Context: an optimization exercise on an open-source flow, tuned for small area. The choices shown serve that exercise and are no tape-out recipe. In this exercise RTL edits were held to simulation tests only and were not proved equivalent to the original.

File: design/flow/config.mk
export PLATFORM = sky130hd
export DESIGN_NAME = processor
export DESIGN_NICKNAME = processor
export VERILOG_FILES = /design/flow/design.v
export SDC_FILE = /design/flow/constraint.sdc
export NUM_CORES = 4
export LEC_CHECK = 0
export CAP_MARGIN = 20
export CORE_MARGIN = 2
export CORE_UTILIZATION = 40
export SLEW_MARGIN = 20
export SYNTH_HIERARCHICAL = 1
export SYNTH_MINIMUM_KEEP_SIZE = 0
File: design/flow/constraint.sdc
create_clock -name core_clock -period 7.0 [get_ports {clk}]
set_input_delay 1.4000 -clock core_clock [delete_from_list [all_inputs] [get_ports {clk}]]
set_output_delay 1.4000 -clock core_clock [all_outputs]
set_load 0.01 [all_outputs]
File: design/flow/design.v
module processor
(
	output w_en,
	output done,
	output [7:0] addr,
	output [31:0] data_out,
	input clk,
	input rst_n,
	input start,
	input [31:0] data_in
);
	reg s0, s1, s2;
	always @(posedge clk or negedge rst_n) begin
		if (~rst_n) begin
			s0 <= 1'b0;
			s1 <= 1'b0;
			s2 <= 1'b0;
		end else begin
			s0 <= ~s2 & (start | s0);
			s1 <= s0;
			s2 <= s1;
		end
	end
	reg [15:0] rw;    
	reg [15:0] cw;    
	wire det_load = s1 & ~s0 & (data_in[31:29] == 3'd4);
	wire mul_load = s1 & ~s0 & (data_in[31:29] == 3'd2);
	always @(posedge clk) begin
		if (s1) begin
			rw <= {rw[7:0], rw[15:8]};
		end else begin
			rw <= {data_in[7:0], data_in[15:8]};
		end
		if (~s1) begin
			cw <= {data_in[31:28], data_in[23:20], data_in[27:24], data_in[19:16]};
		end else begin
			if (det_load)
				cw[7:0] <= {~rw[3:0], rw[7:4]};
			if (mul_load)
				cw[15:8] <= m2;
		end
	end
	reg [7:0] ar;
	reg q_sub, q_as, q_mul, q_tr, q_det;
	wire in_delay = s1 & ~s0;
	always @(posedge clk) begin
		ar <= data_in[7:0];
		q_sub <= data_in[29];
		q_as  <= in_delay & (data_in[31:30] == 2'd0);
		q_mul <= mul_load;
		q_tr  <= in_delay & (data_in[31:29] == 3'd3);
		q_det <= det_load;
	end
	wire det_sel = q_det;
	wire [3:0] x1 = rw[3:0];
	wire [3:0] x2 = rw[7:4];
	wire [3:0] y1 = s0 ? cw[11:8] : cw[3:0];
	wire [3:0] y2 = s0 ? cw[15:12] : cw[7:4];
	wire e = det_sel;
	wire [7:0] u;
	wire t0 = x1[0] & y1[0];
	wire t1 = x1[0] & y1[1];
	wire t2 = x1[0] & y1[2];
	wire t3 = x1[1] & y1[0];
	wire t4 = x1[1] & y1[1];
	wire t5 = ~(x1[1] & y1[2]);
	wire t6 = x1[1] & y1[2];
	wire t7 = x1[2] & y1[0];
	wire t8 = x1[2] & y1[1];
	wire t9 = ~(x1[2] & y1[2]);
	wire t10 = x1[2] & y1[2];
	wire t11 = ~(x1[3] & y1[0]);
	wire t12 = ~(x1[3] & y1[1]);
	wire t13 = ~(x1[3] & y1[2]);
	wire t14 = ~(x1[0] & y1[3]);
	wire t15 = ~(x1[1] & y1[3]);
	wire t16 = ~(x1[2] & y1[3]);
	wire t17 = x1[3] & y1[3];
	wire t18 = x2[0] & y2[0];
	wire t19 = x2[0] & y2[1];
	wire t20 = x2[0] & y2[2];
	wire t21 = x2[1] & y2[0];
	wire t22 = x2[1] & y2[1];
	wire t23 = x2[1] & y2[2];
	wire t24 = x2[2] & y2[0];
	wire t25 = x2[2] & y2[1];
	wire t26 = x2[2] & y2[2];
	wire t27 = ~(x2[3] & y2[0]);
	wire t28 = ~(x2[3] & y2[1]);
	wire t29 = ~(x2[3] & y2[2]);
	wire t30 = ~(x2[0] & y2[3]);
	wire t31 = ~(x2[1] & y2[3]);
	wire t32 = ~(x2[2] & y2[3]);
	wire t33 = x2[3] & y2[3];
	wire t34 = e & x2[0];
	wire t35 = e & x2[1];
	wire t36 = e & x2[2];
	wire t37 = ~(e & x2[3]);
	wire s38, c38;
	fa f38 (.a(t0), .b(t18), .c(t34), .s(s38), .co(c38));
	wire s39, c39;
	fa f39 (.a(t1), .b(t19), .c(t21), .s(s39), .co(c39));
	wire s40, c40;
	fa f40 (.a(t3), .b(t35), .c(c38), .s(s40), .co(c40));
	wire s41, c41;
	fa f41 (.a(t2), .b(t20), .c(t22), .s(s41), .co(c41));
	wire s42, c42;
	fa f42 (.a(t24), .b(t36), .c(t4), .s(s42), .co(c42));
	wire s43, c43;
	fa f43 (.a(t7), .b(c39), .c(s41), .s(s43), .co(c43));
	wire s44, c44;
	fa f44 (.a(s42), .b(c40), .c(s43), .s(s44), .co(c44));
	wire s45, c45;
	fa f45 (.a(t11), .b(t14), .c(t23), .s(s45), .co(c45));
	wire s46, c46;
	fa f46 (.a(t25), .b(t27), .c(t30), .s(s46), .co(c46));
	wire s47, c47;
	fa f47 (.a(t37), .b(t5), .c(t8), .s(s47), .co(c47));
	wire s48, c48;
	fa f48 (.a(c41), .b(c42), .c(s45), .s(s48), .co(c48));
	wire s49, c49;
	fa f49 (.a(s46), .b(s47), .c(c43), .s(s49), .co(c49));
	wire s50, c50;
	fa f50 (.a(s48), .b(c44), .c(s49), .s(s50), .co(c50));
	wire s51, c51;
	fa f51 (.a(t12), .b(t15), .c(t26), .s(s51), .co(c51));
	wire s52, c52;
	fa f52 (.a(t28), .b(t31), .c(t6), .s(s52), .co(c52));
	wire s53, c53;
	fa f53 (.a(t9), .b(c45), .c(c46), .s(s53), .co(c53));
	wire s54, c54;
	fa f54 (.a(c47), .b(s51), .c(s52), .s(s54), .co(c54));
	wire s55, c55;
	fa f55 (.a(s53), .b(c48), .c(s54), .s(s55), .co(c55));
	wire s56, c56;
	fa f56 (.a(c49), .b(s55), .c(c50), .s(s56), .co(c56));
	wire s57, c57;
	fa f57 (.a(t10), .b(t13), .c(t16), .s(s57), .co(c57));
	wire s58, c58;
	fa f58 (.a(t29), .b(t32), .c(c51), .s(s58), .co(c58));
	wire s59, c59;
	fa f59 (.a(c52), .b(s57), .c(c53), .s(s59), .co(c59));
	wire s60, c60;
	fa f60 (.a(s58), .b(c54), .c(s59), .s(s60), .co(c60));
	wire s61, c61;
	fa f61 (.a(c55), .b(s60), .c(c56), .s(s61), .co(c61));
	wire s62, c62;
	fa f62 (.a(t17), .b(t33), .c(c57), .s(s62), .co(c62));
	wire s63, c63;
	fa f63 (.a(c58), .b(s62), .c(c59), .s(s63), .co(c63));
	wire s64, c64;
	fa f64 (.a(c60), .b(s63), .c(c61), .s(s64), .co(c64));
	wire t65 = c62 ^ c63 ^ c64;
	wire [7:0] ra = {t65, s64, s61, s56, s50, s44, s39, s38};
	wire [7:0] rb = {1'b0, 1'b0, 1'b0, 1'b0, 1'b0, 1'b0, s40, 1'b0};
	assign u = ra + rb;
	reg [7:0] m1, m2;
	always @(posedge clk) begin
		m1 <= u;
		m2 <= m1;
	end
	wire [3:0] a11 = rw[3:0], a12 = rw[7:4], a21 = rw[11:8], a22 = rw[15:12];
	wire [3:0] b11 = cw[3:0], b21 = cw[7:4], b12 = cw[11:8], b22 = cw[15:12];
	wire sub = q_sub;
	wire [3:0] sa0 = a11, sa1 = a12, sa2 = a21, sa3 = a22;
	wire [3:0] sb0 = b11, sb1 = b12, sb2 = b21, sb3 = b22;
	wire [4:0] as0, as1, as2, as3;
	wire t66 = sb0[0] ^ sub;
	wire s67, c67;
	fa f67 (.a(sa0[0]), .b(t66), .c(sub), .s(s67), .co(c67));
	wire t68 = sb0[1] ^ sub;
	wire s69, c69;
	fa f69 (.a(sa0[1]), .b(t68), .c(c67), .s(s69), .co(c69));
	wire t70 = sb0[2] ^ sub;
	wire s71, c71;
	fa f71 (.a(sa0[2]), .b(t70), .c(c69), .s(s71), .co(c71));
	wire t72 = sb0[3] ^ sub;
	wire s73, c73;
	fa f73 (.a(sa0[3]), .b(t72), .c(c71), .s(s73), .co(c73));
	wire t74 = sa0[3] ^ t72 ^ c73;
	assign as0 = {t74, s73, s71, s69, s67};
	wire t75 = sb1[0] ^ sub;
	wire s76, c76;
	fa f76 (.a(sa1[0]), .b(t75), .c(sub), .s(s76), .co(c76));
	wire t77 = sb1[1] ^ sub;
	wire s78, c78;
	fa f78 (.a(sa1[1]), .b(t77), .c(c76), .s(s78), .co(c78));
	wire t79 = sb1[2] ^ sub;
	wire s80, c80;
	fa f80 (.a(sa1[2]), .b(t79), .c(c78), .s(s80), .co(c80));
	wire t81 = sb1[3] ^ sub;
	wire s82, c82;
	fa f82 (.a(sa1[3]), .b(t81), .c(c80), .s(s82), .co(c82));
	wire t83 = sa1[3] ^ t81 ^ c82;
	assign as1 = {t83, s82, s80, s78, s76};
	wire t84 = sb2[0] ^ sub;
	wire s85, c85;
	fa f85 (.a(sa2[0]), .b(t84), .c(sub), .s(s85), .co(c85));
	wire t86 = sb2[1] ^ sub;
	wire s87, c87;
	fa f87 (.a(sa2[1]), .b(t86), .c(c85), .s(s87), .co(c87));
	wire t88 = sb2[2] ^ sub;
	wire s89, c89;
	fa f89 (.a(sa2[2]), .b(t88), .c(c87), .s(s89), .co(c89));
	wire t90 = sb2[3] ^ sub;
	wire s91, c91;
	fa f91 (.a(sa2[3]), .b(t90), .c(c89), .s(s91), .co(c91));
	wire t92 = sa2[3] ^ t90 ^ c91;
	assign as2 = {t92, s91, s89, s87, s85};
	wire t93 = sb3[0] ^ sub;
	wire s94, c94;
	fa f94 (.a(sa3[0]), .b(t93), .c(sub), .s(s94), .co(c94));
	wire t95 = sb3[1] ^ sub;
	wire s96, c96;
	fa f96 (.a(sa3[1]), .b(t95), .c(c94), .s(s96), .co(c96));
	wire t97 = sb3[2] ^ sub;
	wire s98, c98;
	fa f98 (.a(sa3[2]), .b(t97), .c(c96), .s(s98), .co(c98));
	wire t99 = sb3[3] ^ sub;
	wire s100, c100;
	fa f100 (.a(sa3[3]), .b(t99), .c(c98), .s(s100), .co(c100));
	wire t101 = sa3[3] ^ t99 ^ c100;
	assign as3 = {t101, s100, s98, s96, s94};
	wire sel_as  = s2 & q_as;
	wire sel_mul = s2 & q_mul;
	wire sel_tr  = s2 & q_tr;
	wire sel_det = s2 & q_det;
	wire [31:0] r_as  = {{3{as3[4]}}, as3, {3{as2[4]}}, as2, {3{as1[4]}}, as1, {3{as0[4]}}, as0};
	wire [31:0] r_tr  = {{4{a22[3]}}, a22, {4{a12[3]}}, a12, {4{a21[3]}}, a21, {4{a11[3]}}, a11};
	assign data_out = ({32{sel_as}} & r_as) | ({32{sel_tr}} & r_tr) |
	                  ({32{sel_mul}} & {cw[15:8], m1, m2, 8'd0}) |
	                  ({32{sel_mul | sel_det}} & {24'd0, u}) |
	                  ({32{sel_det}} & {{24{u[7]}}, 8'd0});
	assign w_en = s2 & (q_as | q_mul | q_tr | q_det);
	assign done = w_en;
	assign addr = s2 ? (s1 ? 8'h00 : ar) : 8'hFF;
endmodule
module fa(input a, input b, input c, output s, output co);
	assign s = a ^ b ^ c;
	assign co = (a & b) | (a & c) | (b & c);
endmodule
module ha(input a, input b, output s, output co);
	assign s = a ^ b;
	assign co = a & b;
endmodule
File: design/flow/flow/run.sh
#!/bin/bash
# The standard layout (standard.sh: the standard flow's synthesis and ORFS flow), with two
# changes to how the layout is made:
#  - every input and output port still gets its own buffer, but a buf_1
#    rather than the delay cell that buffer_ports picks by default;
#  - clock tree synthesis does not add dummy loads at the tree's leaves.
set -euo pipefail
export BUFFER_PORTS_ARGS="-buffer_cell sky130_fd_sc_hd__buf_1"
export CTS_ARGS="-sink_clustering_enable -repair_clock_nets -dont_use_dummy_load -buf_list {sky130_fd_sc_hd__clkbuf_4 sky130_fd_sc_hd__clkbuf_8}"
bash standard.sh synth > synth.log 2>&1
bash standard.sh finish > layout.log 2>&1
File: design/flow/standard.sh
#!/bin/bash
# synth_recipe.tcl (not shown) runs the flow's synth.tcl, then flattens the netlist and writes it again
# the make line also repeats each setting of config.mk as NAME=value (left out here)
make -C /OpenROAD-flow-scripts/flow DESIGN_CONFIG=/design/flow/config.mk WORK_HOME=/design/flow/orfs CLKGATE_MAP_FILE= SYNTH_SCRIPT=/design/flow/synth_recipe.tcl "${@:-finish}"
==> run notes, run 1 <==
Synth
Ranked by total cell area, the synthesized netlist is headed by dfxtp_1 (22%), fa_1 (21%), edfxtp_1 (12%). The compound-gate portion of the synthesized area is 9.752%. The gate count of the mapped netlist is 365. The adder-cell area share of the yosys netlist is 21.99%. The number of distinct standard cells referenced by the synthesized netlist is 41. For this run, the register share of the synthesized area comes to 36.15%. The primary flip-flop cell chosen by synthesis mapping is dfxtp_1.

The most area-hungry cell type in the Yosys netlist is dfxtp_1. Of all flip-flops after synthesis, the portion carrying an async set or reset was 4.688%. After synthesis, the largest family of logic cells by area is adder cells.

Summing the areas of all and, or, nand and nor instances in the mapped netlist gives 11.83% of the synthesized area. Summed over its instances, the top area cell type makes up 22.36% of the synthesized netlist area. The mean instance size in the synthesized netlist is 11.04 sq um. Counting instances in the post-synthesis netlist gives the leading cell types as dfxtp_1 (45), fa_1 (43), nand2_1 (36). The portion of netlist area occupied by mux cells is 8.385%. After Yosys synthesis, XOR and XNOR cells account for 6.832% of the synthesized area.

The most common cell in the synthesized netlist is dfxtp_1. The number of nets in the synthesized netlist is 445. The number of enable-type register cells in the synthesized netlist is 16. The mapped netlist covers 4029 sq um. Synthesis inferred 64 register bits.

The number of synthesis warnings is 7.

Clock network
The number of buffers added by the clock tree synthesis step is 9. The clock tree synthesis step divided the H-tree into 3 levels. The total number of clock tree sinks is 64.

The clock passes through at most 2 buffers. Clock latency on the worst-skew pair, taken at its later pin, is 350 ps. The clock transition at the register clock pins on the worst setup and hold paths after CTS is 70 ps.

TritonCTS built the clock tree. The hold-fix buffer count after cts is 0. The clock tree root driver cell is clkbuf_8.

STA
At the pin with the least slew margin, the transition time is 931.4 ps. The headroom to the max-slew limit is 37.91%. Setup repair after global routing left no endpoint under its margin.

The total setup violations reported at the end of the flow is 0. The max-slew violation count is 0. The final worst-path cycle share is 97.02%. The timing-limited maximum frequency is 0.1472 GHz. The maximum clock skew at final layout is 26.48 ps. The final period demand of the worst path is 6792 ps. The number of hold violations in the final report is 0.

For the final routed database, the setup TNS stands at 0 ps.

Status
The flow ran to the end and the layout has no timing, DRC or antenna violations.

Die
Pin placement for this block handled 77 I/O pins. The initial utilization of the core area, before any placement, comes to 41.22%. The vertical die dimension is 104.4 um. The placement row count is 36.

The die width is 104.4 um. The die outline area is 10890 sq um. The area inside the core boundary is 9774 sq um.

Global route
The number of global-route vias before repair was 3040. The combined global-route utilization of all metal layers is 19.59%. The first global-routing pass estimated 16220 um of wire. For met2 alone, demand over resource in global routing was 31.42%. The global-route congestion overflow total is 0.

The number of antenna violations at the first check in global routing is 0. Entering global routing, the biggest net connects 50 pins. For this run, global-route usage on met3 was measured as 3.634%.

The global routing usage on met1 is 26.73%. met2 is the most crowded layer.

Routing
The detailed-route vias per instance is 5.226. The post-route DRC violation count is 0. The routed wirelength normalized by instance count is 18.19 um. The routed layout has 2979 vias. The first TritonRoute pass finished after 7 iterations. The final layout contains routed wiring with a total length of 10370 um. The count of nets left with antenna violations once routing finished came out at 0. The number of DRC violations after detailed-routing iteration 0 is 204.

Setup path
The largest fanout on the critical path is 12. The worst setup path is of the reg -> out kind. The signal on the critical path passes through mux2_4 > and2_1 > fa_1 > fa_1 > fa_2 > fa_1 > fa_1 > fa_1 > fa_1 > xnor3_2 > a31oi_4 > o211ai_4 > buf_12 > o21ai_1 > clkbuf_2.

The worst register-to-register path has a setup slack of 2190 ps. The cell repeated most along the worst path is fa_1. Counting both buffers and inverters, the worst setup path holds a total of 2. The standard cell with the maximum stage delay on the critical path is fa_1.

The worst endpoint required time is 5600 ps. The launching point of the worst reg2reg path is s0. The critical path endpoint category is a primary output. The data arrival time of the critical path is 5390 ps. The kind of start point of the critical path is a flip-flop. In this run the worst setup path begins at s0.

The largest delay contributor family on the critical path is adder cells. The delay of the slowest critical-path stage is 550 ps.

Placement
The total instance count after detailed placement is 557. The total half-perimeter wirelength after legalization and detailed placement is 7851 um. The routability congestion estimate from global placement is 0.8660.

The count of buffers added on input and output ports is 76.

Finish
The area used by sequential logic in the layout is 1459 sq um. At the end of the flow, the number of nets in the layout was 519. The repair_antennas step left the layout with diodes totalling 0.

Of the cells placed in the final design, the portion with a size suffix greater than 1 is 13.27%. The post-layout instance count excluding filler cells is 570. The area added between synthesis and finish is 15.50%.

The multi-input gate area in the final layout is 2445 sq um. The number of fillers in the final layout is 964.

Min path
The worst hold path begins at m1[2]. The worst hold path belongs to the class reg -> reg.

Flow run
The total of max-cap violations is 0.
modules after synthesis (local to each module, per instance):
| module | times used | cell area [sq um] | cells inside | flip-flops and latches |
|---|---|---|---|---|
| processor | 1 | 3168 | 322 | 64 |
| fa | 43 | 20.02 | 1 | 0 |
placed cells by master, fill, tap and decap left out, types with 2 or more instances in the layout:
master,instances
and3_1,3
xnor2_1,6
clkbuf_2,4
dfxtp_1,45
mux2i_4,2
mux2i_1,5
mux2_2,21
a2bb2oi_1,3
nand4_1,4
nor2b_1,15
o21ai_1,9
and2_1,8
mux2i_2,2
buf_6,2
inv_1,27
a222oi_1,15
buf_2,2
o21ai_0,20
nand2b_1,7
ha_1,2
xor2_1,21
clkbuf_8,9
nor2_1,8
nand2_1,36
edfxtp_1,16
fa_1,42
o211ai_4,2
nand3_1,9
buf_1,70
dfrtp_2,2
buf_4,3
worst register-to-register path: stages (launching register included):
cell	delay [ps]
dfrtp_2	470
mux2_4	350
and2_1	180
fa_1	550
fa_1	440
fa_2	360
fa_1	410
fa_1	390
fa_1	390
fa_1	380
xnor3_2	270
and4_4	250
or2_1	240
cell type report:
cell class,instances,area share [%]
clock buffers,9,2.662
multi-input cells,255,52.54
well taps,133,3.576
flip-flops and latches,64,31.35
repair buffers,82,7.690
inverters,27,2.178
stage by stage:
step	area [sq um]	utilization [%]	hold WS (ps)	setup WS, ps
detailed placement	4402	45.03	343.1	232.6
global route	4653	47.61	343.4	6.825
CTS	4553	46.58	344.3	-9.973
finish	4653	47.61	340.5	208.4
floorplan	4029	-	330.6	734.3
global placement	4394	44.96	340.4	357.6
kinds of logic (layout without fill, tap and decap cells):
logic type	count (synthesis)	count (layout)
AOI/OAI and AO/OA	54	55
and+or+nand+nor	95	95
buffers and inverters	47	118
DFF	64	64
xor gates and xnor gates	29	29
muxes	31	31
adders and majority gates	45	45
timing repair:
action / in CTS / in global routing
endpoints found under the hold margin: 0 / 0
gates resized for setup: 2 / 21
setup endpoints to repair: 24 / 25
gates cloned: 1 / 0
pin swaps: 1 / 2
setup buffers: 0 / 3
metal layers:
| layer | part of all wire [%] | vias up |
|---|---|---|
| met5 | 0 | - |
| met4 | 2.3 | 0 |
| met3 | 6.8 | 20 |
| met2 | 46 | 136 |
| met1 | 45 | 1432 |
| li1 | - | 1391 |
state kept, by name, indices dropped and copies added, names as in the netlist:
name,flops
ar,8
rw,16
m1,8
q_tr,1
s2,1
s0,1
q_as,1
q_sub,1
q_mul,1
m2,8
q_det,1
cw,16
s1,1
final timing paths:
| check | to | cells after the start |
|---|---|---|
| max | data_out[26] | 15 |
| min | m2[2] | 0 |
| max reg2reg | m1[7] | 12 |
| min reg2reg | m2[2] | 0 |
| max in group asynchronous | s0 | 1 |
| min in group asynchronous | s2 | 1 |
==> run 2, diff against run 1 <==
--- a/design/flow/flow/run.sh
+++ b/design/flow/flow/run.sh
@@ -6,6 +6,6 @@
 #  - clock tree synthesis does not add dummy loads at the tree's leaves.
 set -euo pipefail
 export BUFFER_PORTS_ARGS="-buffer_cell sky130_fd_sc_hd__buf_1"
-export CTS_ARGS="-sink_clustering_enable -repair_clock_nets -dont_use_dummy_load -buf_list {sky130_fd_sc_hd__clkbuf_4 sky130_fd_sc_hd__clkbuf_8}"
+export CTS_ARGS="-sink_clustering_enable -repair_clock_nets -dont_use_dummy_load"
 bash standard.sh synth > synth.log 2>&1
 bash standard.sh finish > layout.log 2>&1
==> run 2 against run 1 <==
Against the previous run: sequential cell count is the same; first-iteration DRC count is the same; global-route usage is the same; setup slack is the same; critical path depth is the same.
==> run notes, run 2 <==
Synth
Counting every instance in the synthesized netlist gives 365. The total standard cell area after synthesis is 4029 sq um. After synthesis, the cell types taking the most area are dfxtp_1 (22%), fa_1 (21%), edfxtp_1 (12%). The primary flip-flop cell chosen by synthesis mapping is dfxtp_1. Ranked by instance count, the synthesized netlist is headed by dfxtp_1 (45), fa_1 (43), nand2_1 (36). During synthesis, Yosys emitted a total of 7 warnings. dfxtp_1 takes more of the synthesized area than any other cell.

The number of distinct standard cells referenced by the synthesized netlist is 41. The synthesized design contains 16 enable-type register cells. The proportion of register bits with asynchronous set or reset after synthesis is 4.688%. Summed over its instances, the top area cell type makes up 22.36% of the synthesized netlist area. After synthesis, flip-flops and latches occupy 36.15% of the total area. After synthesis, the mean cell area works out to 11.04 sq um. The total nets after synthesis is 445.

After synthesis the netlist holds a flip-flop and latch count of 64. The most repeated cell in the gate-level netlist after synthesis is dfxtp_1.

STA
Timing would allow up to 0.1472 GHz. The maximum clock skew at final layout is 26.48 ps. At the pin with the least slew margin, the transition time is 931.4 ps. The setup total negative slack is 0 ps. The final period demand of the worst path is 6792 ps.

The number of hold violations in the final report is 0. The final worst-path cycle share is 97.02%. Measured against its own limit, the worst slew margin works out to 37.91%. The max-slew violation count is 0. Setup repair after global routing left no endpoint under its margin.

The total setup violations reported at the end of the flow is 0.

Setup path
The standard cell with the maximum stage delay on the critical path is fa_1. Counting stages on the worst path, the most repeated cell is fa_1. The largest fanout on the critical path is 12. The type of the setup path with the least slack is reg -> out. STA puts the critical path data arrival time at 5390 ps. At the worst endpoint, the required time is 5600 ps. The buffering stage count on the worst path with inverters included is 2. The kind of start point of the critical path is a flip-flop. The signal on the critical path passes through mux2_4 > and2_1 > fa_1 > fa_1 > fa_2 > fa_1 > fa_1 > fa_1 > fa_1 > xnor3_2 > a31oi_4 > o211ai_4 > buf_12 > o21ai_1 > clkbuf_2.

The worst setup path is captured at a primary output. The largest delay contributor family on the critical path is adder cells. The delay of the slowest critical-path stage is 550 ps.

Finish
The largest registers in the layout are cw x16, rw x16. The share of post-route cells with drive strength above 1 is 13.27%. The final non-filler cell area is 4653 sq um. After the last flow step, the layout net total stands at 519. The area added between synthesis and finish is 15.50%. Measured on the finished design, the core utilization comes to 47.61%. The top cell types in the final layout, fill and taps aside, are buf_1 (70), dfxtp_1 (45), fa_1 (42). The commonest non-fill, non-tap cell in the layout is buf_1.

The diode insertion count for antenna repair is 0.

Flow run
Across the run, the number of max-cap violations was 0.

Global route
The first-pass GRT wire length is 16220 um. Global routing consumed, over all layers together, 19.59% of the routing resources. The number of antenna violations at the first check in global routing is 0. The pin count of the biggest net entering global routing is 50. The global-route congestion overflow total is 0.

The number of global-route vias before repair came to 3040.

Placement
The congestion estimate from routability-driven global placement came to 0.8660. The count of input and output buffers is 76. The total half-perimeter wirelength after legalization and detailed placement is 7851 um. The placed instances occupy a cell area of 4402 sq um.

Die
In this run the core area contains 36 standard-cell rows. The top-level I/O count is 77. The die width is 104.4 um. Once the floorplan was initialized, standard cells occupied 41.22% of the core.

The floorplan step set the die height to 104.4 um. The die outline area is 10890 sq um. The area inside the core boundary is 9774 sq um.

Min path
In this run the worst hold path is classified as reg -> reg.

Routing
Wires add up to 10370 um. In this run the remaining antenna-violating nets after routing total 0. The count of vias placed by the detailed router is 2979. In the detailed route, the total length drawn on met2 is 4729 um.

In the routed design, unresolved DRC markers number 0. In the final routed layout, each cell accounts on average for 18.19 um. Signal routing reaches up to met4.

The number of DRC violations after detailed-routing iteration 0 is 204. The met1 layer wirelength in the final routing is 4701 um. The detailed-routing iteration count for the pre-antenna-repair pass is 7. After detailed routing, the number of vias per cell comes to 5.226. Wire segments on met3 add up to 702 um in the final route.

Clock network
The clock passes through at most 2 buffers. The depth of the CTS H-tree is 3. TritonCTS built the clock tree.

Clock tree synthesis found a total of 64 sinks. The clock reaches the later pin of the worst-skew pair after 350 ps. The hold-fix buffer count after cts is 0. Buffers inserted during clock tree synthesis total 9. The clock transition at the register clock pins on the worst setup and hold paths after CTS is 70 ps.

The tree is rooted in a clkbuf_8.

Status
The flow ran to the end and the layout has no timing, DRC or antenna violations.
-- run 2: cell counts after synthesis --
Identical to the previous run, type by type.
-- run 2: worst register-to-register path, stage by stage (launching register included) --
cell	delay (ps)
dfrtp_2	470
mux2_4	350
and2_1	180
fa_1	550
fa_1	440
fa_2	360
fa_1	410
fa_1	390
fa_1	390
fa_1	380
xnor3_2	270
and4_4	250
or2_1	240
-- run 2: cell families after synthesis --
family,count (synthesis),synth area share [%]
buffers and inverters,47,5.062
AOI/OAI and AO/OA,54,9.752
muxes,31,8.385
and+or+nand+nor,95,11.83
DFF,64,36.15
xor gates and xnor gates,29,6.832
adders and majority gates,45,21.99
-- run 2: path summary, 6_finish.rpt --
path                       depth (start not counted)  slack, ps   from            to
hold / removal                                     0        340  m1[2]         m2[2]
setup reg to reg                                  12       2190     s0         m1[7]
setup / recovery                                  15        210     s0  data_out[26]
min in group asynchronous                          1        880  rst_n            s2
hold reg to reg                                    0        340  m1[2]         m2[2]
max in group asynchronous                          1       5890  rst_n            s0
-- run 2: Yosys stat by module (local to each module, per instance) --
module	flip-flops and latches	cells inside	cell area (sq um)
fa	0	1	20.02
processor	64	322	3168
-- run 2: cell type report --
class | instances | area [sq um]
Clock buffer | 9 | 123.9
Fill cell | 964 | 5121
Inverter | 27 | 101.3
Multi-Input combinational cell | 255 | 2445
Sequential cell | 64 | 1459
Tap cell | 133 | 166.4
Timing Repair Buffer | 82 | 357.8
-- run 2: metal layers --
layer	vias to the layer above	GRT usage [%]
li1	1391	-
met1	1432	26.73
met2	136	31.42
met3	20	3.634
met4	0	6.467
met5	-	0
-- run 2: stage by stage --
| step | hold slack (ps) | worst slack (ps) | instances |
|---|---|---|---|
| after global placement | 340.4 | 357.6 | 556 |
| after CTS | 344.3 | -9.973 | 567 |
| after global routing | 343.4 | 6.825 | 570 |
| final | 340.5 | 208.4 | 570 |
| after floorplan | 330.6 | 734.3 | 365 |
| after detailed placement | 343.1 | 232.6 | 557 |
-- run 2: what timing repair did --
item | in CTS | in global routing
gates resized for setup | 2 | 21
gates cloned | 1 | 0
setup endpoints to repair | 24 | 25
pin swaps | 1 | 2
setup buffers | 0 | 3
==> run 3, diff against run 2 <==
--- a/design/flow/design.v
+++ b/design/flow/design.v
@@ -165,62 +165,58 @@
 	wire [3:0] sa0 = a11, sa1 = a12, sa2 = a21, sa3 = a22;
 	wire [3:0] sb0 = b11, sb1 = b12, sb2 = b21, sb3 = b22;
 	wire [4:0] as0, as1, as2, as3;
-	wire t66 = sb0[0] ^ sub;
-	wire s67, c67;
-	fa f67 (.a(sa0[0]), .b(t66), .c(sub), .s(s67), .co(c67));
+	wire t66 = sa0[0] ^ sb0[0];
+	wire t67 = sub ? (sa0[0] | ~sb0[0]) : (sa0[0] & sb0[0]);
 	wire t68 = sb0[1] ^ sub;
 	wire s69, c69;
-	fa f69 (.a(sa0[1]), .b(t68), .c(c67), .s(s69), .co(c69));
+	fa f69 (.a(sa0[1]), .b(t68), .c(t67), .s(s69), .co(c69));
 	wire t70 = sb0[2] ^ sub;
 	wire s71, c71;
 	fa f71 (.a(sa0[2]), .b(t70), .c(c69), .s(s71), .co(c71));
 	wire t72 = sb0[3] ^ sub;
 	wire s73, c73;
 	fa f73 (.a(sa0[3]), .b(t72), .c(c71), .s(s73), .co(c73));
-	wire t74 = sa0[3] ^ t72 ^ c73;
-	assign as0 = {t74, s73, s71, s69, s67};
-	wire t75 = sb1[0] ^ sub;
-	wire s76, c76;
-	fa f76 (.a(sa1[0]), .b(t75), .c(sub), .s(s76), .co(c76));
+	wire t74 = (sa0[3] & t72) | ((sa0[3] | t72) & ~c71);
+	assign as0 = {t74, s73, s71, s69, t66};
+	wire t75 = sa1[0] ^ sb1[0];
+	wire t76 = sub ? (sa1[0] | ~sb1[0]) : (sa1[0] & sb1[0]);
 	wire t77 = sb1[1] ^ sub;
 	wire s78, c78;
-	fa f78 (.a(sa1[1]), .b(t77), .c(c76), .s(s78), .co(c78));
+	fa f78 (.a(sa1[1]), .b(t77), .c(t76), .s(s78), .co(c78));
 	wire t79 = sb1[2] ^ sub;
 	wire s80, c80;
 	fa f80 (.a(sa1[2]), .b(t79), .c(c78), .s(s80), .co(c80));
 	wire t81 = sb1[3] ^ sub;
 	wire s82, c82;
 	fa f82 (.a(sa1[3]), .b(t81), .c(c80), .s(s82), .co(c82));
-	wire t83 = sa1[3] ^ t81 ^ c82;
-	assign as1 = {t83, s82, s80, s78, s76};
-	wire t84 = sb2[0] ^ sub;
-	wire s85, c85;
-	fa f85 (.a(sa2[0]), .b(t84), .c(sub), .s(s85), .co(c85));
+	wire t83 = (sa1[3] & t81) | ((sa1[3] | t81) & ~c80);
+	assign as1 = {t83, s82, s80, s78, t75};
+	wire t84 = sa2[0] ^ sb2[0];
+	wire t85 = sub ? (sa2[0] | ~sb2[0]) : (sa2[0] & sb2[0]);
 	wire t86 = sb2[1] ^ sub;
 	wire s87, c87;
-	fa f87 (.a(sa2[1]), .b(t86), .c(c85), .s(s87), .co(c87));
+	fa f87 (.a(sa2[1]), .b(t86), .c(t85), .s(s87), .co(c87));
 	wire t88 = sb2[2] ^ sub;
 	wire s89, c89;
 	fa f89 (.a(sa2[2]), .b(t88), .c(c87), .s(s89), .co(c89));
 	wire t90 = sb2[3] ^ sub;
 	wire s91, c91;
 	fa f91 (.a(sa2[3]), .b(t90), .c(c89), .s(s91), .co(c91));
-	wire t92 = sa2[3] ^ t90 ^ c91;
-	assign as2 = {t92, s91, s89, s87, s85};
-	wire t93 = sb3[0] ^ sub;
-	wire s94, c94;
-	fa f94 (.a(sa3[0]), .b(t93), .c(sub), .s(s94), .co(c94));
+	wire t92 = (sa2[3] & t90) | ((sa2[3] | t90) & ~c89);
+	assign as2 = {t92, s91, s89, s87, t84};
+	wire t93 = sa3[0] ^ sb3[0];
+	wire t94 = sub ? (sa3[0] | ~sb3[0]) : (sa3[0] & sb3[0]);
 	wire t95 = sb3[1] ^ sub;
 	wire s96, c96;
-	fa f96 (.a(sa3[1]), .b(t95), .c(c94), .s(s96), .co(c96));
+	fa f96 (.a(sa3[1]), .b(t95), .c(t94), .s(s96), .co(c96));
 	wire t97 = sb3[2] ^ sub;
 	wire s98, c98;
 	fa f98 (.a(sa3[2]), .b(t97), .c(c96), .s(s98), .co(c98));
 	wire t99 = sb3[3] ^ sub;
 	wire s100, c100;
 	fa f100 (.a(sa3[3]), .b(t99), .c(c98), .s(s100), .co(c100));
-	wire t101 = sa3[3] ^ t99 ^ c100;
-	assign as3 = {t101, s100, s98, s96, s94};
+	wire t101 = (sa3[3] & t99) | ((sa3[3] | t99) & ~c98);
+	assign as3 = {t101, s100, s98, s96, t93};
 	wire sel_as  = s2 & q_as;
 	wire sel_mul = s2 & q_mul;
 	wire sel_tr  = s2 & q_tr;
--- a/design/flow/flow/run.sh
+++ b/design/flow/flow/run.sh
@@ -6,6 +6,6 @@
 #  - clock tree synthesis does not add dummy loads at the tree's leaves.
 set -euo pipefail
 export BUFFER_PORTS_ARGS="-buffer_cell sky130_fd_sc_hd__buf_1"
-export CTS_ARGS="-sink_clustering_enable -repair_clock_nets -dont_use_dummy_load"
+export CTS_ARGS="-sink_clustering_enable -repair_clock_nets -dont_use_dummy_load -buf_list sky130_fd_sc_hd__clkbuf_4 -sink_clustering_size 10 -sink_clustering_max_diameter 60"
 bash standard.sh synth > synth.log 2>&1
 bash standard.sh finish > layout.log 2>&1
==> run 3 against run 2 <==
Against the previous run: non-clock buffer count is 4 higher; sequential cell count stayed put; global-route usage is 0.87 points higher; fmax is 0.40% lower; register-to-register slack better by 70 ps; cell count is 2.3% higher; critical path type unchanged; highest routed layer unchanged.
==> run notes, run 3 <==
Finish
The post-layout net count is 528. Cells fill 47.16% of the core in the end. In the layout the commonest cells are buf_1 (75), dfxtp_1 (45), nand2_1 (40). 0 antenna diodes ended up in the layout. The area added between synthesis and finish is 14.99%. The post-layout instance count excluding filler cells is 583. The commonest non-fill, non-tap cell in the layout is buf_1. The layout has 957 filler cells. The largest registers in the layout are cw x16, rw x16.

The share of post-route cells with drive strength above 1 is 14.67%.

Synth
The synthesized design contains 64 register bits. After synthesis, the largest family of logic cells by area is adder cells. The top cell type by area accounts for 22.58% of the synthesized area.

In this run, synthesis inferred 16 flip-flops with an integrated enable. The number of distinct standard cells referenced by the synthesized netlist is 40. The most area-hungry cell type in the Yosys netlist is dfxtp_1. After Yosys synthesis, and, or, nand and nor cells account for 13.11% of the synthesized area. The gate count of the mapped netlist is 377.

The number of nets in the synthesized netlist is 453. After synthesis, flip-flops and latches occupy 36.50% of the total area. By area the synthesized netlist is led by dfxtp_1 (23%), fa_1 (20%), edfxtp_1 (12%). Of the post-synthesis cell area, the part taken by muxes is 9.595%. A synthesized cell averages 10.58 sq um. Counting instances in the post-synthesis netlist gives the leading cell types as dfxtp_1 (45), nand2_1 (40), fa_1 (39). The compound-gate portion of the synthesized area is 10.66%. The synthesized netlist occupies a cell area of 3990 sq um. The post-synthesis share of cell area spent on xor and xnor gates is 4.704%.

The proportion of register bits with asynchronous set or reset after synthesis is 4.688%. The number of synthesis warnings is 7. The most repeated cell in the gate-level netlist after synthesis is dfxtp_1.

The adder-cell area share of the yosys netlist is 20.19%. The primary flip-flop cell chosen by synthesis mapping is dfxtp_1.

Clock network
The clock latency reported for the late side of the worst-skew pair is 410 ps. The tree is rooted in a clkbuf_4. The total number of clock tree sinks is 64.

The CTS tree is yes. The number of buffers added by the clock tree synthesis step is 9. The clock transition at the register clock pins on the worst setup and hold paths after CTS is 110 ps. The depth of the CTS H-tree is 3. The maximum number of buffers from clock root to sink is 2. The hold-fix buffer count after cts is 0.

Placement
The total instance count after detailed placement is 568. The HPWL after detailed placement is 8149 um. Timing analysis after detailed placement gives a worst setup slack of 41.42 ps.

Routability-driven placement finished with a final weighted congestion of 0.8934. Port buffering added 76 buffers.

STA
The clock arrives with 38.02 ps of skew. The setup total negative slack is 0 ps. The total setup violations reported at the end of the flow is 0.

The final critical-path setup slack is 180.9 ps. Of the available clock period, the critical path in the final layout requires 97.42%. The pin slew with the least headroom to its limit is 926.5 ps. The number of hold violations in the final report is 0. The clock period could shrink to 6819 ps. The headroom to the max-slew limit is 38.23%.

The max-slew violation count is 0. The timing-limited maximum frequency is 0.1466 GHz. Setup repair after global routing left no endpoint under its margin.

Routing
In the routed design, unresolved DRC markers number 0. The detailed-routing iteration count for the pre-antenna-repair pass is 8. After detailed routing, the number of vias per cell comes to 5.333. Dividing the detail-routed wire length by the instance count gives 18.48 um.

The routed layout has 3109 vias. The number of DRC violations after detailed-routing iteration 0 is 260. The routed design has 10770 um of wire. Once detail routing completed, the nets flagged for antenna violations numbered 0.

Setup path
On the worst path, the slowest cell contributes a delay of 550 ps. In this run the critical register-to-register path is launched from s0. The number of buffers and inverters on the critical path is 2. The data arrival time of the critical path is 5420 ps. The worst endpoint required time is 5600 ps.

Along the worst path, the maximum fanout reaches 5. The standard cell with the maximum stage delay on the critical path is fa_1. In this run the critical register-to-register path is captured at m1[7]. The cell that appears most often on the critical path is fa_1. Across all register-to-register paths, the minimum setup slack is 2260 ps.

Counting cells, the worst reg-to-reg path comes to 12. The signal on the critical path passes through mux2_4 > and2_1 > fa_1 > fa_1 > fa_1 > fa_2 > fa_2 > fa_2 > fa_1 > xnor3_2 > and4_4 > o211ai_4 > buf_6 > o21ai_0 > buf_1. The type of the setup path with the least slack is reg -> out. The kind of start point of the critical path is a flip-flop.

The largest delay contributor family on the critical path is adder cells. The critical path endpoint category is a primary output.

Global route
The number of global-route vias before repair is 3070. The number of antenna violations at the first check in global routing is 0. Summed over all layers, the global routing overflow is 0. The first global-routing pass estimated 16940 um of wire. Entering global routing, the biggest net connects 50 pins. Global routing consumed, over all layers together, 20.46% of the routing resources.

Min path
The source of the worst hold timing path is m1[2]. The hold path depth is 0. The worst hold path terminates at m2[2].

The min-delay analysis places its worst path in the category reg -> reg.

Die
The area inside the core boundary is 9729 sq um. The vertical die dimension is 103.9 um. The die outline area is 10790 sq um.

The placement row count is 36. The initial utilization of the core area, before any placement, comes to 41.01%. The top-level I/O count is 77.

Measured along the x axis, the die boundary spans 103.9 um.

Flow run
Across the run, the number of max-cap violations was 0.

Status
The run finished with no timing, DRC or antenna violations.
-- run 3: cell count changes in the layout (fill, tap and decap cells not counted), moves of 5 or more --
| cell | before | now |
|---|---|---|
| o21ai_0 | 20 | 27 |
| o21ai_1 | 9 | 1 |
| clkbuf_4 | 0 | 9 |
| fa_1 | 42 | 36 |
| a21oi_1 | 1 | 8 |
| xor2_1 | 21 | 16 |
| xnor2_1 | 6 | 1 |
| clkbuf_8 | 9 | 0 |
| a222oi_1 | 15 | 9 |
| buf_1 | 70 | 75 |
-- run 3: metrics by stage --
step,hold slack (ps),instance area [sq um]
floorplan,330.6,3990
global placement,337.7,4369
detailed placement,341.0,4369
CTS,325.3,4479
global route,308.6,4588
finish,327.5,4588
-- run 3: per-layer routing --
layer | vias up | global-route usage [%] | part of all wire, %
li1 | 1427 | - | -
met1 | 1517 | 28.86 | 44
met2 | 150 | 31.67 | 47
met3 | 15 | 4.511 | 7.6
met4 | 0 | 6.178 | 1.6
met5 | - | 0 | 0
-- run 3: worst max-delay path by stage --
stage | from | cells after the start | endpoint | slack, ps
after floorplan | s0 | 15 | data_out[13] | 680
after global placement | s0 | 15 | data_out[11] | 90
after detailed placement | s0 | 15 | data_out[19] | 40
after CTS | s0 | 15 | data_out[29] | 70
after global routing | s0 | 15 | data_out[27] | 20
final | s0 | 15 | data_out[17] | 180
-- run 3: what timing repair did --
action,CTS,global route
gates cloned,0,1
pin swaps,1,1
endpoints found under the setup margin,24,25
setup buffers,2,3
resized for setup,7,20
-- run 3: kinds of logic after synthesis --
group           Yosys count
compound gates           64
flops                    64
fa+ha+maj                41
simple gates            104
xor+xnor                 19
mux                      35
buf+inv                  50
-- run 3: cell type report --
class                      instances  area, sq um  share of cell area [%]
sequential                        64         1459                   31.80
multi-input combinational        263         2410                   52.52
inverter                          28        105.1                   2.291
tap                              133        166.4                   3.627
timing repair buffer              86        380.4                   8.290
clock buffer                       9        67.56                   1.473
-- run 3: modules after synthesis, one instance, submodules excluded --
module / flops+latches / area, sq um / copies in the design / cells
fa: 0 / 20.02 / 39 / 1
processor: 64 / 3209 / 1 / 338
==> run 4, diff against run 3 <==
--- a/design/flow/flow/run.sh
+++ b/design/flow/flow/run.sh
@@ -6,6 +6,6 @@
 #  - clock tree synthesis does not add dummy loads at the tree's leaves.
 set -euo pipefail
 export BUFFER_PORTS_ARGS="-buffer_cell sky130_fd_sc_hd__buf_1"
-export CTS_ARGS="-sink_clustering_enable -repair_clock_nets -dont_use_dummy_load -buf_list sky130_fd_sc_hd__clkbuf_4 -sink_clustering_size 10 -sink_clustering_max_diameter 60"
+export CTS_ARGS="-sink_clustering_enable -repair_clock_nets -dont_use_dummy_load"
 bash standard.sh synth > synth.log 2>&1
 bash standard.sh finish > layout.log 2>&1
==> run 4 against run 3 <==
Against the previous run: still clean on timing, DRC and antenna; synthesized cell count stayed put; global-route usage shrank 0.081 points; critical path depth unchanged; setup slack got worse by 59 ps; register-to-register slack worse by 100 ps; cell count decreased by 0.51%; critical endpoint unchanged.
==> run notes, run 4 <==
Routing
Once detail routing completed, the nets flagged for antenna violations numbered 0. Routed signal wires occupy layers up through met4. The detailed-route vias per instance is 5.322. Across all layers, the routed design uses 3087 vias. Detailed routing placed a total of 5014 um of wire on met2. The first routing iteration left 248 violations. The wire length after detailed routing is 10670 um. The met1 layer wirelength in the final routing is 4748 um.

The routed design uses 764 um of met3 wire. The pre-antenna-repair detailed-routing pass consisted of 9 iterations. The post-route DRC violation count is 0.

The routed wirelength normalized by instance count is 18.39 um.

Placement
Prior to clock tree synthesis, the placed netlist has a worst setup slack of 41.42 ps. The total half-perimeter wirelength after legalization and detailed placement is 8149 um. Summing all placed instances gives a cell area of 4369 sq um. The count of input and output buffers is 76.

The routability congestion estimate from global placement is 0.8934.

Min path
The worst hold path belongs to the class reg -> reg. The hold path depth is 0.

Setup path
The critical path endpoint category is a primary output. The signal on the critical path passes through mux2_2 > and2_1 > fa_1 > fa_1 > fa_1 > fa_1 > fa_1 > fa_1 > fa_1 > xnor3_1 > and4_4 > o211ai_4 > buf_4 > o21ai_0 > buf_1. The largest fanout on the critical path is 5. The cell repeated most along the worst path is fa_1. The delay of the slowest critical-path stage is 550 ps. The count of cells along the worst register-to-register path is 12. The worst endpoint required time is 5600 ps. The type of the setup path with the least slack is reg -> out.

The data arrival time of the critical path is 5480 ps. The standard cell with the maximum stage delay on the critical path is fa_1. STA classifies the critical path startpoint as a flip-flop.

Synth
The total nets after synthesis is 453. Counting instances in the post-synthesis netlist gives the leading cell types as dfxtp_1 (45), nand2_1 (40), fa_1 (39). The mean instance size in the synthesized netlist is 10.58 sq um. The gate count of the mapped netlist is 377.

Sequential elements use 36.50% of the synthesized area. The proportion of register bits with asynchronous set or reset after synthesis is 4.688%. Of all cell types, the one taking the most synthesized area is dfxtp_1. The flip-flop and latch count after synthesis is 64.

The synthesized netlist occupies a cell area of 3990 sq um. In the synthesized netlist the dominant register cell turns out to be dfxtp_1. The netlist uses 40 different library cells. Yosys printed 7 warnings. The share of the synthesized area in the top cell type is 22.58%. By instance count, the leading cell after synthesis is dfxtp_1. Sorting the synthesized cells by area gives the leading types as dfxtp_1 (23%), fa_1 (20%), edfxtp_1 (12%). The number of enable-type register cells in the synthesized netlist is 16.

STA
In the post-route analysis, the smallest setup slack over all paths is 121.8 ps. The final period demand of the worst path is 6878 ps. The number of hold violations in the final report is 0. Setup violations remaining at the end of the flow were counted as 0. In this run the tightest slew margin relative to its limit is 39.19%. The max-slew violation count is 0.

The maximum clock skew at final layout is 24.35 ps. Static timing analysis puts the maximum clock frequency at 0.1454 GHz. Hold is met by 337.3 ps. Of the available clock period, the critical path in the final layout requires 98.26%. For the pin with the worst max-slew slack, the measured transition is 912.2 ps.

Clock network
The number of buffers added by the clock tree synthesis step is 9. The clock passes through at most 2 buffers. The hold-fix buffer count after cts is 0. TritonCTS built the clock tree. The clock latency reported for the late side of the worst-skew pair is 340 ps. The clock tree root driver cell is clkbuf_8.

The total number of clock tree sinks is 64. Clock-pin slew was measured on the worst setup and hold paths at 70 ps. The H-tree was split into 3 levels.

Finish
The area added between synthesis and finish is 14.71%. The library cell used most frequently in the layout, excluding fill and tap cells, is buf_1. With fillers left out, the area of the finished cells amounts to 4577 sq um.

The number of fillers in the final layout is 960. The post-layout net count is 525. The largest registers in the layout are cw x16, rw x16. The post-route netlist has 12.53% of its cells at a drive strength greater than 1. The diode insertion count for antenna repair is 0. Leaving out fill and tap cells, the most frequent cells in the layout are buf_1 (76), dfxtp_1 (45), nand2_1 (40).

Global route
The number of antenna violations at the first check in global routing was 0. The number of global-route vias before repair was 3057. Global routing consumed, over all layers together, 20.38% of the routing resources.

The first-pass GRT wire length is 16900 um. The pin count of the biggest net entering global routing is 50. The global-route congestion overflow total is 0.

Die
The area inside the core boundary is 9729 sq um. The top-level I/O count is 77. Row generation in the floorplan step produced 36 rows. The initial cell density of the core is 41.01%. The die is 103.9 um tall. The die covers 10790 sq um. The floorplan step set the die width to 103.9 um.

Status
The flow ran to the end and the layout has no timing, DRC or antenna violations.

Flow run
The tool flagged a number of max-cap violations equal to 0.
run 4: cell types whose count changed in the layout (fill, tap and decap cells not counted), moves of 2 or more:
cell,before,now
fa_2,3,0
clkbuf_4,9,0
clkbuf_8,0,9
fa_1,36,39
mux2i_1,4,6
buf_6,5,1
mux2i_2,2,0
run 4: cell families after synthesis:
kind of cell | Yosys count | share of synthesized area [%]
AND/OR/NAND/NOR | 104 | 13.11
flip-flops | 64 | 36.50
XOR/XNOR | 19 | 4.704
multiplexers | 35 | 9.596
buffers and inverters | 50 | 5.236
adder cells (fa/ha/maj) | 41 | 20.19
AO/OA/AOI/OAI | 64 | 10.66
run 4: worst max-delay path: cells and delay by family, from the launching register on:
| family | cells | cell delay, ps |
|---|---|---|
| and+or+nand+nor | 2 | 420 |
| muxes | 1 | 390 |
| buffers and inverters | 2 | 350 |
| adders and majority gates | 7 | 2960 |
| DFF | 1 | 420 |
| AOI/OAI and AO/OA | 2 | 360 |
| xor gates and xnor gates | 1 | 230 |
run 4: final timing paths:
kind	startpoint	to	slack (ps)
min in group asynchronous	rst_n	s2	870
worst min register to register	m1[2]	m2[2]	340
worst max register to register	s0	m1[7]	2160
max in group asynchronous	rst_n	s0	5910
worst max-delay path	s0	data_out[17]	120
worst min-delay path	m1[2]	m2[2]	340
run 4: layer usage:
layer	vias up	track usage [%]
li1	1418	-
met1	1503	28.69
met2	151	31.77
met3	15	4.637
met4	0	5.598
met5	-	0
run 4: through the flow:
stage          setup TNS (ps)  util [%]  cells
2_1_floorplan               0         -    377
3_3_place_gp                0     44.91    568
3_5_place_dp                0     44.91    568
4_1_cts                     0     46.46    577
5_1_grt                -38.65     47.04    580
6_report                    0     47.04    580
run 4: Yosys stat by module, one instance, submodules excluded:
module / flip-flops and latches / times used / area (sq um)
fa: 0 / 39 / 20.02
processor: 64 / 1 / 3209
run 4: cell type report:
class                   instances  area, sq um  share of cell area (%)
clock buffers                   9        123.9                   2.706
inverters                      28        105.1                   2.296
multi-input cells             263         2381                   52.02
flip-flops and latches         64         1459                   31.88
well taps                     133        166.4                   3.636
repair buffers                 83        341.6                   7.463
run 4: repair_timing:
action,CTS,global route
setup buffers,0,3
gates cloned,0,0
gates resized for setup,7,5
setup endpoints to repair,18,18
pin swaps,0,1
==> run 5, diff against run 4 <==
--- a/design/flow/design.v
+++ b/design/flow/design.v
@@ -133,7 +133,7 @@
 	wire s55, c55;
 	fa f55 (.a(s53), .b(c48), .c(s54), .s(s55), .co(c55));
 	wire s56, c56;
-	fa f56 (.a(c49), .b(s55), .c(c50), .s(s56), .co(c56));
+	ha h56 (.a(c49), .b(s55), .s(s56), .co(c56));
 	wire s57, c57;
 	fa f57 (.a(t10), .b(t13), .c(t16), .s(s57), .co(c57));
 	wire s58, c58;
@@ -143,16 +143,16 @@
 	wire s60, c60;
 	fa f60 (.a(s58), .b(c54), .c(s59), .s(s60), .co(c60));
 	wire s61, c61;
-	fa f61 (.a(c55), .b(s60), .c(c56), .s(s61), .co(c61));
+	ha h61 (.a(c55), .b(s60), .s(s61), .co(c61));
 	wire s62, c62;
 	fa f62 (.a(t17), .b(t33), .c(c57), .s(s62), .co(c62));
 	wire s63, c63;
 	fa f63 (.a(c58), .b(s62), .c(c59), .s(s63), .co(c63));
 	wire s64, c64;
-	fa f64 (.a(c60), .b(s63), .c(c61), .s(s64), .co(c64));
-	wire t65 = c62 ^ c63 ^ c64;
-	wire [7:0] ra = {t65, s64, s61, s56, s50, s44, s39, s38};
-	wire [7:0] rb = {1'b0, 1'b0, 1'b0, 1'b0, 1'b0, 1'b0, s40, 1'b0};
+	ha h64 (.a(c60), .b(s63), .s(s64), .co(c64));
+	wire t65 = c62 ^ c63;
+	wire [7:0] ra = {t65, s64, c56, c50, s50, s44, s39, s38};
+	wire [7:0] rb = {c64, c61, s61, s56, 1'b0, 1'b0, s40, 1'b0};
 	assign u = ra + rb;
 	reg [7:0] m1, m2;
 	always @(posedge clk) begin
--- a/design/flow/flow/run.sh
+++ b/design/flow/flow/run.sh
@@ -6,6 +6,6 @@
 #  - clock tree synthesis does not add dummy loads at the tree's leaves.
 set -euo pipefail
 export BUFFER_PORTS_ARGS="-buffer_cell sky130_fd_sc_hd__buf_1"
-export CTS_ARGS="-sink_clustering_enable -repair_clock_nets -dont_use_dummy_load"
+export CTS_ARGS="-sink_clustering_enable -repair_clock_nets -dont_use_dummy_load -buf_list sky130_fd_sc_hd__clkbuf_4 -sink_clustering_size 10 -sink_clustering_max_diameter 60"
 bash standard.sh synth > synth.log 2>&1
 bash standard.sh finish > layout.log 2>&1
==> run 5 against run 4 <==
Against the previous run: still clean; sequential cell count unchanged; clock skew decreased by 0.92 ps; global-route usage decreased by 1.5 points; critical path type unchanged; clock-buffer cell count unchanged; register-to-register slack improved by 580 ps; cell area decreased by 2.5%; area after synthesis increased by 1.4%; highest routed layer unchanged; synthesized cell count increased by 2.1%.
==> run notes, run 5 <==
STA
After layout, the worst setup slack is 317.3 ps. Measured against its own limit, the worst slew margin works out to 45.01%. The max-slew violation count came to 0. The worst hold slack is 350.6 ps. The final worst-path cycle share is 95.47%. Subtracting the final worst setup slack from the clock period gives 6683 ps.

Setup violations remaining at the end of the flow were counted as 0. Setup repair after global routing left no endpoint under its margin. The timing-limited maximum frequency is 0.1496 GHz. The maximum clock skew at final layout is 23.43 ps. In the final timing run, aggregate negative setup slack is 0 ps. At the pin with the least slew margin, the transition time is 824.8 ps. The number of hold violations in the final report is 0.

Finish
Measured on the finished design, the core utilization comes to 45.66%. The top cell types in the final layout, fill and taps aside, are buf_1 (76), nand2_1 (57), dfxtp_1 (45). 0 antenna diodes ended up in the layout.

The largest registers in the layout are cw x16, rw x16. Relative to the synthesized area, the layout overhead comes to 10.33%. The library cell used most frequently in the layout, excluding fill and tap cells, is buf_1. The layout has 1000 filler cells. In the final design database the tool counted 531 nets. The share of post-route cells with drive strength above 1 is 10.22%.

Synth
The share of the synthesized area in the top cell type is 22.27%. Synthesis produced 385 cells. The average instance in the mapped netlist occupies 10.51 sq um.

The most area-hungry cell type in the Yosys netlist is dfxtp_1. The primary flip-flop cell chosen by synthesis mapping is dfxtp_1. In this run the cell area of the synthesized design comes to 4045 sq um. By instance count, the leading cell after synthesis is nand2_1. The number of enable-type register cells in the synthesized netlist is 16.

Sequential elements use 36.00% of the synthesized area. Counting instances in the post-synthesis netlist gives the leading cell types as nand2_1 (57), dfxtp_1 (45), fa_1 (36). Counting flops and latches in the post-synthesis netlist gives 64.

The proportion of register bits with asynchronous set or reset after synthesis is 4.688%. The synthesized netlist contains 39 unique library cells. Yosys attributes the largest share of cell area to dfxtp_1 (22%), fa_1 (18%), edfxtp_1 (12%). Synthesis produced a netlist with a net count of 464. For this run, the number of Yosys warnings is 7.

Global route
The number of antenna violations at the first check in global routing is 0. The pin count of the biggest net entering global routing is 49. The number of global-route vias before repair is 3045. The global-route congestion overflow total is 0. The first global-routing pass estimated 15930 um of wire.

The combined global-route utilization of all metal layers is 18.85%.

Clock network
In this run the number of H-tree levels came out at 3. The clock tree root driver cell is clkbuf_4. In this run the deepest clock path goes through 2 buffers.

The clock latency reported for the late side of the worst-skew pair is 400 ps. TritonCTS built the clock tree. Clock tree synthesis inserted a total of 9 buffers. After clock tree synthesis, the clock-pin slew on the worst setup and hold paths is 100 ps. The post-CTS resize count is 0.

The total number of clock tree sinks is 64. Hold repair after CTS inserted 0 buffers. After clock tree synthesis, the setup repair step added 0 buffers.

Min path
The worst hold path was traced through 0 stages. In this run the worst hold path is classified as reg -> reg.

Setup path
STA classifies the critical path startpoint as a flip-flop. The critical path endpoint category is a primary output. The largest fanout on the critical path is 24. The standard cell with the maximum stage delay on the critical path is dfrtp_1.

The count of cells along the worst register-to-register path is 11. For this run, the slowest stage of the critical path takes 630 ps. The critical path is of the reg -> out type. The worst endpoint required time is 5600 ps. At the worst endpoint, the arrival time is 5280 ps. The cell repeated most along the worst path is fa_1. The signal on the critical path passes through mux2i_1 > nor2b_1 > fa_1 > fa_1 > fa_1 > fa_1 > ha_1 > ha_1 > o21ai_0 > a22oi_2 > xnor2_2 > nand3_4 > o2111ai_1 > buf_1.

Placement
The routability congestion estimate from global placement is 0.9095. The total half-perimeter wirelength after legalization and detailed placement is 7631 um. During placement, the flow inserted port buffers numbering 76. At the placement stage, the worst setup path has a slack of 763.1 ps.

Routing
After detailed routing, the number of vias per cell comes to 5.053. In the routed design, unresolved DRC markers number 0. The wire length after detailed routing is 9782 um.

After detailed routing, the average wire length per cell comes to 16.78 um. The count of vias placed by the detailed router is 2946. The detailed-routing iteration count for the pre-antenna-repair pass is 5. The first routing iteration left 153 violations. The post-detailed-route count of antenna-violating nets is 0.

Flow run
The total of max-cap violations is 0.

Die
The floorplan step defined a die boundary enclosing 10930 sq um. In this run the core area contains 36 standard-cell rows. The area inside the core boundary is 9774 sq um. Measured along the y axis, the die boundary spans 104.6 um. The initial cell density of the core is 41.39%. The top-level I/O count is 77. The die width is 104.6 um.

Status
The flow ran to the end and the layout has no timing, DRC or antenna violations.
[run 5: cell types whose count changed in the layout (fill, tap and decap cells not counted), moves of 6 or more]
cell      change
ha_1          +6
o21ai_0       -7
nand2_1      +17
nand3_1       -8
clkbuf_4      +9
nand3_2       +6
clkbuf_8      -9
a21oi_1       -7
nand4_1      +12
a22oi_1       +8
[run 5: logic make-up after synthesis]
| kind of cell | after synthesis | synth area share [%] |
|---|---|---|
| xor+xnor | 21 | 4.732 |
| mux | 35 | 9.465 |
| buf+inv | 51 | 5.475 |
| compound gates | 44 | 7.454 |
| flops | 64 | 36.00 |
| fa+ha+maj | 48 | 21.28 |
| simple gates | 122 | 15.59 |
[run 5: metrics by stage]
step | cell area [sq um] | instances
after floorplan | 4045 | 385
after global placement | 4395 | 574
after detailed placement | 4395 | 574
after CTS | 4463 | 583
after global routing | 4463 | 583
final | 4463 | 583
[run 5: worst paths after layout]
kind / start / to / slack [ps]
max in group asynchronous: rst_n / s0 / 6040
max: s0 / data_out[24] / 320
max reg2reg: s0 / m1[7] / 2740
min: m1[2] / m2[2] / 350
min reg2reg: m1[2] / m2[2] / 350
min in group asynchronous: rst_n / s2 / 790
[run 5: Yosys stat by module, one instance, submodules excluded]
module	area (sq um)	copies in the design	cells
fa	20.02	36	1
ha	12.51	3	1
processor	3287	1	346
[run 5: per-layer routing]
metal | global-route usage (%) | routed length, um | vias to the layer above
met4 | 5.695 | 113 | 0
met1 | 26.07 | 4521 | 1401
met5 | 0 | 0 | -
met2 | 30.07 | 4552 | 112
li1 | - | - | 1422
met3 | 3.493 | 594 | 11
[run 5: cell type report]
| class | instances | area (sq um) | area share, % |
|---|---|---|---|
| Inverter | 30 | 112.6 | 2.523 |
| Multi-Input combinational cell | 270 | 2367 | 53.04 |
| Sequential cell | 64 | 1456 | 32.63 |
| Tap cell | 133 | 166.4 | 3.729 |
| Clock buffer | 9 | 67.56 | 1.514 |
| Timing Repair Buffer | 77 | 292.8 | 6.560 |
[run 5: worst max-delay path, delay by kind of cell, from the launching register on]
family	cells	cell delay, ps
fa+ha+maj	6	2390
buf+inv	1	180
simple gates	2	430
xor+xnor	1	260
mux	1	390
flops	1	630
compound gates	3	590

## port drivers added, routing unchanged
In the flow no input, the clock included, has a driving cell. The finished layouts below were timed again as built, in two steps.
Step 1: set_driving_cell puts a clkbuf_16 on clk and a buf_2 on each other input, an assumption about the parent block.
Step 2, shift: input delay + t, output delay - t, t = (earliest + latest rising clock arrival at the registers) / 2. This alone moves slack from input paths to output paths.
a / b / c = no drivers / after step 1 / after step 2; a / b = the first two.
run	t (ns)	slack for setup (ns)	hold WS [ns]	latest minus earliest clock arrival (ns)	worst data-port slew with drivers (ns)
run 1	0.367	0.208 / 0.177 / 0.544	0.340 / 0.340 / 0.340	0.027 / 0.027	0.05
run 2	0.367	0.208 / 0.177 / 0.544	0.340 / 0.340 / 0.340	0.027 / 0.027	0.05
run 3	0.424	0.181 / 0.151 / 0.575	0.328 / 0.328 / 0.328	0.039 / 0.038	0.04
run 4	0.362	0.122 / 0.091 / 0.453	0.337 / 0.337 / 0.337	0.025 / 0.025	0.04
run 5	0.418	0.317 / 0.288 / 0.706	0.351 / 0.351 / 0.351	0.025 / 0.024	0.04
After both steps setup and hold are still met in every run listed.
